Background: an optimization exercise with open tools, aiming at small area and a short achievable clock period. Do not read the settings as production practice. Power figures rest on the tool's default switching activity, not on a simulated workload.

==> module top_level, before the edit <==
module top_level (
  input         clk_i,
  input         addsub_i,
  input  [31:0] data_a_i,
                data_b_i,
  output [31:0] result_o
);
  logic [7:0]  ea, eb;
  logic [22:0] fa, fb;
  logic        co_ab, co_ba, co_f;
  assign ea = data_a_i[30:23];
  assign eb = data_b_i[30:23];
  assign fa = data_a_i[22:0];
  assign fb = data_b_i[22:0];
  logic [7:0] dx, dy;    
  pfx_add2 #(.W(8))  u_dexp (.a(ea), .b(~eb), .s0(dx), .s1(dy), .co0(co_ab), .co1(co_ba));
  pfx_cout #(.W(31)) u_flt  (.a(data_a_i[30:0]), .b(~data_b_i[30:0]), .ci(1'b1), .co(co_f));
  logic       bl_ab, bl_ba, bab, bba;
  logic [2:0] eah, ebh;
  assign eah   = ea[7:5];
  assign ebh   = eb[7:5];
  assign bl_ab = ea[4:0] < eb[4:0];
  assign bl_ba = eb[4:0] < ea[4:0];
  assign bab   = bl_ab ? ({1'b0, eah} >= {1'b0, ebh} + 4'd2) : (eah > ebh);
  assign bba   = bl_ba ? ({1'b0, ebh} >= {1'b0, eah} + 4'd2) : (ebh > eah);
  logic        sa_q1, sb_q1, sw_q1, nsw_q1, gt_q1, sh0_q1, bab_q1, bba_q1;
  logic [7:0]  ea_q1, eb_q1;
  logic [22:0] fa_q1, fb_q1;
  logic [4:1]  dab_q1, dba_q1;
  always_ff @(posedge clk_i) begin
    sa_q1 <= data_a_i[31];
    sb_q1 <= data_b_i[31] ^ addsub_i;
    sw_q1  <= ~co_f;               
    nsw_q1 <= co_f;                
    gt_q1  <= co_ab;               
    ea_q1 <= ea;
    eb_q1 <= eb;
    fa_q1 <= fa;
    fb_q1 <= fb;
    sh0_q1 <= dy[0];               
    dab_q1 <= dy[4:1];             
    dba_q1 <= ~dx[4:1];            
    bab_q1 <= bab;                 
    bba_q1 <= bba;                 
  end
  logic [23:0] ly;
  logic [26:0] lv0, al;
  logic [22:0] smask;
  logic [31:0] thermo;
  logic        sticky, es;
  assign ly = sw_q1 ? {1'b1, fa_q1} : {1'b1, fb_q1};
  assign es = sa_q1 ^ sb_q1;
  logic [4:0] sh;
  logic       big;
  assign big = gt_q1 ? bab_q1 : bba_q1;
  assign sh  = {gt_q1 ? dab_q1 : dba_q1, sh0_q1} | {5{big}};
  assign lv0 = sh[0] ? {1'b0, ly, 2'b00} : {ly, 3'b000};
  assign al  = lv0 >> {sh[4:1], 1'b0};
  logic sat;
  assign sat    = sh >= 5'd25;
  assign thermo = 32'hFFFF_FFFF << sh;       
  assign smask  = {~thermo[24:3], ~thermo[2] & ~sat};
  assign sticky = |(ly[22:0] & smask);
  logic        hs_q2, es_q2;
  logic [7:0]  he_q2;
  logic [22:0] hf_q2;
  logic [26:0] lo_q2;
  always_ff @(posedge clk_i) begin
    hs_q2 <= nsw_q1 ? sa_q1 : sb_q1;
    es_q2 <= es;
    he_q2 <= nsw_q1 ? ea_q1 : eb_q1;   
    hf_q2 <= nsw_q1 ? fa_q1 : fb_q1;
    lo_q2 <= {al[26:2], al[1] | sat, sticky} ^ {27{es}};    
  end
  logic [26:0] opa;
  logic [27:0] sum;
  logic        add_co;
  logic [26:0] t, z, f;
  logic [4:0]  lz;
  logic [2:0]  inc;
  assign opa = {1'b1, hf_q2, 3'b000};
  pfx_add #(.W(27)) u_add (.a(opa), .b(lo_q2), .ci(es_q2),
                           .sum(sum[26:0]), .co(add_co));
  assign sum[27] = add_co ^ es_q2;
  assign t = ~(opa ^ lo_q2);
  assign z = ~(opa | lo_q2);
  assign f = t & ~{z[25:0], 1'b0};
  logic [4:0] lzr;
  always_comb begin
    lzr = 5'd0;
    for (int i = 2; i < 27; i++)
      if (f[i]) lzr = 5'(27 - i);
  end
  assign lz = es_q2 ? lzr : 5'd0;
  assign inc[0] = sum[3] & (|sum[2:0] | sum[4]);
  assign inc[1] = sum[2] & (|sum[1:0] | sum[3]);
  assign inc[2] = sum[1] & (sum[0] | sum[2]);
  logic        hs_q3, c_q3;
  logic [7:0]  he_q3;
  logic [26:2] s_q3;
  logic [4:0]  lz_q3;
  logic [2:0]  inc_q3;
  always_ff @(posedge clk_i) begin
    hs_q3  <= hs_q2;
    he_q3  <= he_q2;
    c_q3   <= sum[27];
    s_q3   <= sum[26:2];
    lz_q3  <= lz;
    inc_q3 <= inc;
  end
  logic        far, finc;
  logic [1:0]  kf;
  logic [4:0]  k;
  logic [25:0] v;
  logic [50:0] vs;
  logic [24:0] m;
  logic [7:0]  e;
  assign far = c_q3 | s_q3[26] | s_q3[25];
  assign kf  = c_q3 ? 2'd0 : (s_q3[26] ? 2'd1 : 2'd2);
  logic [50:0] vh;
  assign k   = {lz_q3[4:2], far ? kf : lz_q3[1:0]};
  assign v   = {c_q3, s_q3[26:2]};
  assign vh  = {25'd0, v} << {k[4:2], 2'b00};
  assign vs  = vh << k[1:0];
  assign m   = (~far & (lz_q3 == 5'd0)) ? {1'b1, 24'd0} : vs[25:1];
  logic [7:0] ef, en;
  assign ef  = c_q3 ? he_q3 + 8'd1 : (s_q3[26] ? he_q3 : he_q3 - 8'd1);
  assign en  = he_q3 + 8'd1 - {3'd0, lz_q3};
  assign e   = far ? ef : en;    
  always_comb begin
    if (c_q3)          finc = inc_q3[0];
    else if (s_q3[26]) finc = inc_q3[1];
    else               finc = inc_q3[2];
  end
  logic        hs_q4, i_q4;
  logic [7:0]  e_q4;
  logic [24:0] m_q4;
  always_ff @(posedge clk_i) begin
    hs_q4 <= hs_q3;
    i_q4  <= far & finc;
    e_q4  <= e;
    m_q4  <= m;
  end
  logic [22:0] fr, fpre;
  logic        fall1;
  logic [7:0]  e_p1, e_m1;
  logic [30:0] res;
  always_comb begin
    fpre = m_q4[23:1];
    for (int l = 0; (1 << l) < 23; l++)
      for (int i = 22; i >= 0; i--)
        if ((i >> l) & 1)
          fpre[i] = fpre[i] & fpre[((i >> l) << l) - 1];
  end
  assign fr    = m_q4[23:1] ^ ({fpre[21:0], 1'b1} & {23{i_q4}});
  assign fall1 = fpre[22] & i_q4;
  assign e_p1  = e_q4 + 8'd1;
  assign e_m1  = e_q4 - 8'd1;
  assign res = m_q4[24] ? {fall1 ? e_p1 : e_q4, fr}
                        : {e_m1, m_q4[22:0]};
  logic [31:0] res_q;
  always_ff @(posedge clk_i) res_q <= {hs_q4, res};
  assign result_o = res_q;
endmodule
Settings: LEC_CHECK=0, ABC_AREA=1, CAP_MARGIN=20, CORE_MARGIN=2, CORE_UTILIZATION=60, CTS_BUF_LIST=sky130_fd_sc_hd__clkbuf_8, SETUP_SLACK_MARGIN=3.6, SLEW_MARGIN=20; clock period 6.0 ns.
standard.sh (not shown) runs the stock make flow with config.mk's settings and CLKGATE_MAP_FILE= SYNTH_SCRIPT=/design/flow/synth_recipe.tcl, a recipe that flattens the netlist after the stock synthesis.
==> flow/flow/run.sh <==
#!/bin/bash
# Standard ORFS layout (the standard.sh), with the port buffers made
# from buf_2 cells instead of the default delay-buffer cells.
export BUFFER_PORTS_ARGS="-buffer_cell sky130_fd_sc_hd__buf_2"
bash standard.sh > standard.log 2>&1
Then changed:
--- a/flow/design.v
+++ b/flow/design.v
@@ -94,20 +94,12 @@
   assign eb = data_b_i[30:23];
   assign fa = data_a_i[22:0];
   assign fb = data_b_i[22:0];
   logic [7:0] dx, dy;    
   pfx_add2 #(.W(8))  u_dexp (.a(ea), .b(~eb), .s0(dx), .s1(dy), .co0(co_ab), .co1(co_ba));
   pfx_cout #(.W(31)) u_flt  (.a(data_a_i[30:0]), .b(~data_b_i[30:0]), .ci(1'b1), .co(co_f));
-  logic       bl_ab, bl_ba, bab, bba;
-  logic [2:0] eah, ebh;
-  assign eah   = ea[7:5];
-  assign ebh   = eb[7:5];
-  assign bl_ab = ea[4:0] < eb[4:0];
-  assign bl_ba = eb[4:0] < ea[4:0];
-  assign bab   = bl_ab ? ({1'b0, eah} >= {1'b0, ebh} + 4'd2) : (eah > ebh);
-  assign bba   = bl_ba ? ({1'b0, ebh} >= {1'b0, eah} + 4'd2) : (ebh > eah);
   logic        sa_q1, sb_q1, sw_q1, nsw_q1, gt_q1, sh0_q1, bab_q1, bba_q1;
   logic [7:0]  ea_q1, eb_q1;
   logic [22:0] fa_q1, fb_q1;
   logic [4:1]  dab_q1, dba_q1;
   always_ff @(posedge clk_i) begin
     sa_q1 <= data_a_i[31];
@@ -119,14 +111,14 @@
     eb_q1 <= eb;
     fa_q1 <= fa;
     fb_q1 <= fb;
     sh0_q1 <= dy[0];               
     dab_q1 <= dy[4:1];             
     dba_q1 <= ~dx[4:1];            
-    bab_q1 <= bab;                 
-    bba_q1 <= bba;                 
+    bab_q1 <= |dy[7:5];            
+    bba_q1 <= ~&dx[7:5];           
   end
   logic [23:0] ly;
   logic [26:0] lv0, al;
   logic [22:0] smask;
   logic [31:0] thermo;
   logic        sticky, es;
The new run completed without violations.
Synthesized area falls by about 2%.
Setup slack gets worse by 97 ps.
Total power went down by about 8%.
Combinational power came out lower by 15%.
Design area decreases by about 1.1%.
No run of this note included a check of the RTL's function; only the layout flow was run.

========
Setup of 08-22:
Another version of the RTL of top_level (not shown whole).
For scale: roughly 230 flip-flops, roughly 98 I/O pins, ~0.013 mm^2 of cells after synthesis.
==> module top_level, before the edit <==
module top_level (
  input         clk_i,
  input         addsub_i,
  input  [31:0] data_a_i,
                data_b_i,
  output [31:0] result_o
);
  logic [7:0]  ea, eb;
  logic [22:0] fa, fb;
  logic        co_ab, co_ba, co_f;
  logic [4:0]  sh_d;
  assign ea = data_a_i[30:23];
  assign eb = data_b_i[30:23];
  assign fa = data_a_i[22:0];
  assign fb = data_b_i[22:0];
  logic [7:0] dx, dy;    
  logic       big;
  pfx_add2 #(.W(8))  u_dexp (.a(ea), .b(~eb), .s0(dx), .s1(dy), .co0(co_ab), .co1(co_ba));
  pfx_cout #(.W(31)) u_flt  (.a(data_a_i[30:0]), .b(~data_b_i[30:0]), .ci(1'b1), .co(co_f));
  assign big    = co_f ? |dy[7:5] : ~&dx[7:5];
  assign sh_d   = co_f ? dy[4:0] : ~dx[4:0];
  logic        sa_q1, sb_q1, sw_q1, big_q1;
  logic [7:0]  he_q1;
  logic [22:0] fa_q1, fb_q1;
  logic [4:0]  sh_q1;
  always_ff @(posedge clk_i) begin
    sa_q1 <= data_a_i[31];
    sb_q1 <= data_b_i[31] ^ addsub_i;
    sw_q1 <= ~co_f;                
    he_q1 <= co_f ? ea : eb;       
    fa_q1 <= fa;
    fb_q1 <= fb;
    sh_q1 <= sh_d;
    big_q1 <= big;
  end
  logic [23:0] ly;
  logic [26:0] lv0, al;
  logic [22:0] smask;
  logic [31:0] thermo;
  logic        sticky, es;
  assign ly = sw_q1 ? {1'b1, fa_q1} : {1'b1, fb_q1};
  assign es = sa_q1 ^ sb_q1;
  logic [4:0] sh;
  assign sh  = sh_q1 | {5{big_q1}};
  assign lv0 = sh[0] ? {1'b0, ly, 2'b00} : {ly, 3'b000};
  assign al  = lv0 >> {sh[4:1], 1'b0};
  logic sat;
  assign sat    = sh >= 5'd25;
  assign thermo = 32'hFFFF_FFFF << sh;       
  assign smask  = {~thermo[24:3], ~thermo[2] & ~sat};
  assign sticky = |(ly[22:0] & smask);
  logic        hs_q2, es_q2;
  logic [7:0]  he_q2;
  logic [22:0] hf_q2;
  logic [26:0] lo_q2;
  always_ff @(posedge clk_i) begin
    hs_q2 <= sw_q1 ? sb_q1 : sa_q1;
    es_q2 <= es;
    he_q2 <= he_q1;
    hf_q2 <= sw_q1 ? fb_q1 : fa_q1;
    lo_q2 <= {al[26:2], al[1] | sat, sticky} ^ {27{es}};    
  end
  logic [26:0] opa;
  logic [27:0] sum;
  logic        add_co;
  logic [26:0] t, z, f;
  logic [4:0]  lz;
  logic [2:0]  inc;
  assign opa = {1'b1, hf_q2, 3'b000};
  pfx_add #(.W(27)) u_add (.a(opa), .b(lo_q2), .ci(es_q2),
                           .sum(sum[26:0]), .co(add_co));
  assign sum[27] = add_co ^ es_q2;
  assign t = ~(opa ^ lo_q2);
  assign z = ~(opa | lo_q2);
  assign f = t & ~{z[25:0], 1'b0};
  always_comb begin
    lz = 5'd0;
    for (int i = 2; i < 26; i++)
      if (f[i]) lz = 5'(27 - i);
  end
  assign inc[0] = sum[3] & (|sum[2:0] | sum[4]);
  assign inc[1] = sum[2] & (|sum[1:0] | sum[3]);
  assign inc[2] = sum[1] & (sum[0] | sum[2]);
  logic        hs_q3, c_q3;
  logic [7:0]  he_q3;
  logic [26:2] s_q3;
  logic [4:0]  lz_q3;
  logic [2:0]  inc_q3;
  always_ff @(posedge clk_i) begin
    hs_q3  <= hs_q2;
    he_q3  <= he_q2;
    c_q3   <= sum[27];
    s_q3   <= sum[26:2];
    lz_q3  <= lz;
    inc_q3 <= inc;
  end
  logic        far, finc;
  logic [1:0]  kf;
  logic [4:0]  k;
  logic [25:0] v;
  logic [50:0] vs;
  logic [24:0] m;
  logic [7:0]  e;
  assign far = c_q3 | s_q3[26] | s_q3[25];
  assign kf  = c_q3 ? 2'd0 : (s_q3[26] ? 2'd1 : 2'd2);
  assign k   = far ? {3'd0, kf} : lz_q3;
  assign v   = {c_q3, s_q3[26:2]};
  assign vs  = {25'd0, v} << k;
  assign m   = (~far & (lz_q3 == 5'd0)) ? {1'b1, 24'd0} : vs[25:1];
  logic [7:0] ef, en;
  assign ef  = c_q3 ? he_q3 + 8'd1 : (s_q3[26] ? he_q3 : he_q3 - 8'd1);
  assign en  = he_q3 + 8'd1 - {3'd0, lz_q3};
  assign e   = far ? ef : en;    
  always_comb begin
    if (c_q3)          finc = inc_q3[0];
    else if (s_q3[26]) finc = inc_q3[1];
    else               finc = inc_q3[2];
  end
  logic        hs_q4, i_q4;
  logic [7:0]  e_q4;
  logic [24:0] m_q4;
  always_ff @(posedge clk_i) begin
    hs_q4 <= hs_q3;
    i_q4  <= far & finc;
    e_q4  <= e;
    m_q4  <= m;
  end
  logic [22:0] fr, fpre;
  logic        fall1;
  logic [7:0]  e_p1, e_m1;
  logic [30:0] res;
  always_comb begin
    fpre = m_q4[23:1];
    for (int l = 0; (1 << l) < 23; l++)
      for (int i = 22; i >= 0; i--)
        if ((i >> l) & 1)
          fpre[i] = fpre[i] & fpre[((i >> l) << l) - 1];
  end
  assign fr    = m_q4[23:1] ^ ({fpre[21:0], 1'b1} & {23{i_q4}});
  assign fall1 = fpre[22] & i_q4;
  assign e_p1  = e_q4 + 8'd1;
  assign e_m1  = e_q4 - 8'd1;
  assign res = m_q4[24] ? {fall1 ? e_p1 : e_q4, fr}
                        : {e_m1, m_q4[22:0]};
  logic [31:0] res_q;
  always_ff @(posedge clk_i) res_q <= {hs_q4, res};
  assign result_o = res_q;
endmodule
Settings: LEC_CHECK=0, ABC_AREA=1, CAP_MARGIN=20, CORE_MARGIN=2, CORE_UTILIZATION=60, SETUP_SLACK_MARGIN=3.2, SLEW_MARGIN=20; clock period 6.0 ns.
==> flow/flow/run.sh <==
#!/bin/bash



export BUFFER_PORTS_ARGS="-buffer_cell sky130_fd_sc_hd__buf_2"
bash standard.sh > standard.log 2>&1
[inputs] 10-08 vs 08-22
--- a/flow/design.v
+++ b/flow/design.v
@@ -90,6 +90,7 @@
   logic [7:0]  ea, eb;
   logic [22:0] fa, fb;
   logic        co_ab, co_ba, co_f;
+  logic        e_lt, e_eq, f_lt, swm;
   logic [4:0]  sh_d;
   assign ea = data_a_i[30:23];
   assign eb = data_b_i[30:23];
@@ -98,22 +99,25 @@
   logic [7:0] dx, dy;    
   logic       big;
   pfx_add2 #(.W(8))  u_dexp (.a(ea), .b(~eb), .s0(dx), .s1(dy), .co0(co_ab), .co1(co_ba));
-  pfx_cout #(.W(31)) u_flt  (.a(data_a_i[30:0]), .b(~data_b_i[30:0]), .ci(1'b1), .co(co_f));
-  assign big    = co_f ? |dy[7:5] : ~&dx[7:5];
-  assign sh_d   = co_f ? dy[4:0] : ~dx[4:0];
-  logic        sa_q1, sb_q1, sw_q1, big_q1;
+  pfx_cout #(.W(23)) u_flt  (.a(fa), .b(~fb), .ci(1'b1), .co(co_f));
+  assign e_lt   = ~co_ba;          
+  assign e_eq   = ea == eb;
+  assign f_lt   = ~co_f;           
+  assign swm    = e_eq & f_lt;     
+  assign big    = co_ab ? |dy[7:5] : ~&dx[7:5];
+  assign sh_d   = big ? 5'd31 : (co_ab ? dy[4:0] : ~dx[4:0]);
+  logic        sa_q1, sb_q1, sw_q1;
   logic [7:0]  he_q1;
   logic [22:0] fa_q1, fb_q1;
   logic [4:0]  sh_q1;
   always_ff @(posedge clk_i) begin
     sa_q1 <= data_a_i[31];
     sb_q1 <= data_b_i[31] ^ addsub_i;
-    sw_q1 <= ~co_f;                
-    he_q1 <= co_f ? ea : eb;       
+    sw_q1 <= e_lt | swm;           
+    he_q1 <= e_lt ? eb : ea;
     fa_q1 <= fa;
     fb_q1 <= fb;
     sh_q1 <= sh_d;
-    big_q1 <= big;
   end
   logic [23:0] ly;
   logic [26:0] lv0, al;
@@ -122,13 +126,11 @@
   logic        sticky, es;
   assign ly = sw_q1 ? {1'b1, fa_q1} : {1'b1, fb_q1};
   assign es = sa_q1 ^ sb_q1;
-  logic [4:0] sh;
-  assign sh  = sh_q1 | {5{big_q1}};
-  assign lv0 = sh[0] ? {1'b0, ly, 2'b00} : {ly, 3'b000};
-  assign al  = lv0 >> {sh[4:1], 1'b0};
+  assign lv0 = sh_q1[0] ? {1'b0, ly, 2'b00} : {ly, 3'b000};
+  assign al  = lv0 >> {sh_q1[4:1], 1'b0};
   logic sat;
-  assign sat    = sh >= 5'd25;
-  assign thermo = 32'hFFFF_FFFF << sh;       
+  assign sat    = sh_q1 >= 5'd25;
+  assign thermo = 32'hFFFF_FFFF << sh_q1;    
   assign smask  = {~thermo[24:3], ~thermo[2] & ~sat};
   assign sticky = |(ly[22:0] & smask);
   logic        hs_q2, es_q2;
@@ -147,6 +149,7 @@
   logic        add_co;
   logic [26:0] t, z, f;
   logic [4:0]  lz;
+  logic        fz;
   logic [2:0]  inc;
   assign opa = {1'b1, hf_q2, 3'b000};
   pfx_add #(.W(27)) u_add (.a(opa), .b(lo_q2), .ci(es_q2),
@@ -160,10 +163,11 @@
     for (int i = 2; i < 26; i++)
       if (f[i]) lz = 5'(27 - i);
   end
+  assign fz = ~|f[25:2];
   assign inc[0] = sum[3] & (|sum[2:0] | sum[4]);
   assign inc[1] = sum[2] & (|sum[1:0] | sum[3]);
   assign inc[2] = sum[1] & (sum[0] | sum[2]);
-  logic        hs_q3, c_q3;
+  logic        hs_q3, c_q3, fz_q3;
   logic [7:0]  he_q3;
   logic [26:2] s_q3;
   logic [4:0]  lz_q3;
@@ -174,6 +178,7 @@
     c_q3   <= sum[27];
     s_q3   <= sum[26:2];
     lz_q3  <= lz;
+    fz_q3  <= fz;
     inc_q3 <= inc;
   end
   logic        far, finc;
@@ -188,7 +193,7 @@
   assign k   = far ? {3'd0, kf} : lz_q3;
   assign v   = {c_q3, s_q3[26:2]};
   assign vs  = {25'd0, v} << k;
-  assign m   = (~far & (lz_q3 == 5'd0)) ? {1'b1, 24'd0} : vs[25:1];
+  assign m   = (~far & fz_q3) ? {1'b1, 24'd0} : vs[25:1];
   logic [7:0] ef, en;
   assign ef  = c_q3 ? he_q3 + 8'd1 : (s_q3[26] ? he_q3 : he_q3 - 8'd1);
   assign en  = he_q3 + 8'd1 - {3'd0, lz_q3};
### Flow results
Going from 08-22 to 10-08, sequential share of power grows by 2.5 points.
10-08 vs 08-22, instance count: 10-08 lower
Antenna diode count: 08-22 vs 10-08 identical
Total standard cell area after synthesis in 10-08 is 1.2% below 08-22.
10-08 against 08-22: met2 wirelength from detailed routing decreased by 1.3% relative to the old numbers, cell area went down, total power after layout lower.
Delta(vias after detailed routing, 10-08 - 08-22) < 0
10-08 vs. 08-22: part of the power in the clock network went down by 0.9 points.
Compared with 08-22, 10-08 shows wire length that has gone down by a few percent.
[10-08 vs 08-22] core utilization: higher in 10-08
Net count after synthesis, 10-08 vs 08-22: down slightly
No run of this note included a check of the RTL's function; only the layout flow was run.

## re-timing with driven ports
How much do the figures lean on ideal ports? The routed layouts below were timed once more, with nothing changed but the port constraints. Step 1 (the two cells are an assumption about what drives the block):
set clk [get_ports {clk_i}]
set_driving_cell -lib_cell sky130_fd_sc_hd__clkbuf_16 $clk
set_driving_cell -lib_cell sky130_fd_sc_hd__buf_2 [delete_from_list [all_inputs] $clk]
Step 2 adds t to the input delays and takes it off the output delays; t is the mean of the earliest and latest rising clock arrival at the registers after step 1. Input paths then give back, and output paths get back, about the clock's delay inside the block. Three values: no drivers, after step 1, after step 2; two values: the first two.
run | t (ns) | setup slack, ns | hold slack, ns | cell pins on the clock port's net
the first run of note 1 | 0.587 | 3.566 / 3.566 / 3.085 | 0.325 / 0.325 / 0.325 | 1
the second run of note 1 | 0.597 | 3.469 / 3.451 / 2.854 | 0.325 / 0.325 / 0.325 | 1
08-22 | 0.572 | 3.260 / 3.284 / 2.713 | 0.322 / 0.322 / 0.322 | 1
10-08 | 0.568 | 3.115 / 3.124 / 2.557 | 0.326 / 0.326 / 0.326 | 1
After both steps setup and hold are still met in every run listed. The setup slack of the second run of note 1, which loses most, moves by -0.018 ns with the drivers and by -0.615 ns with both steps.
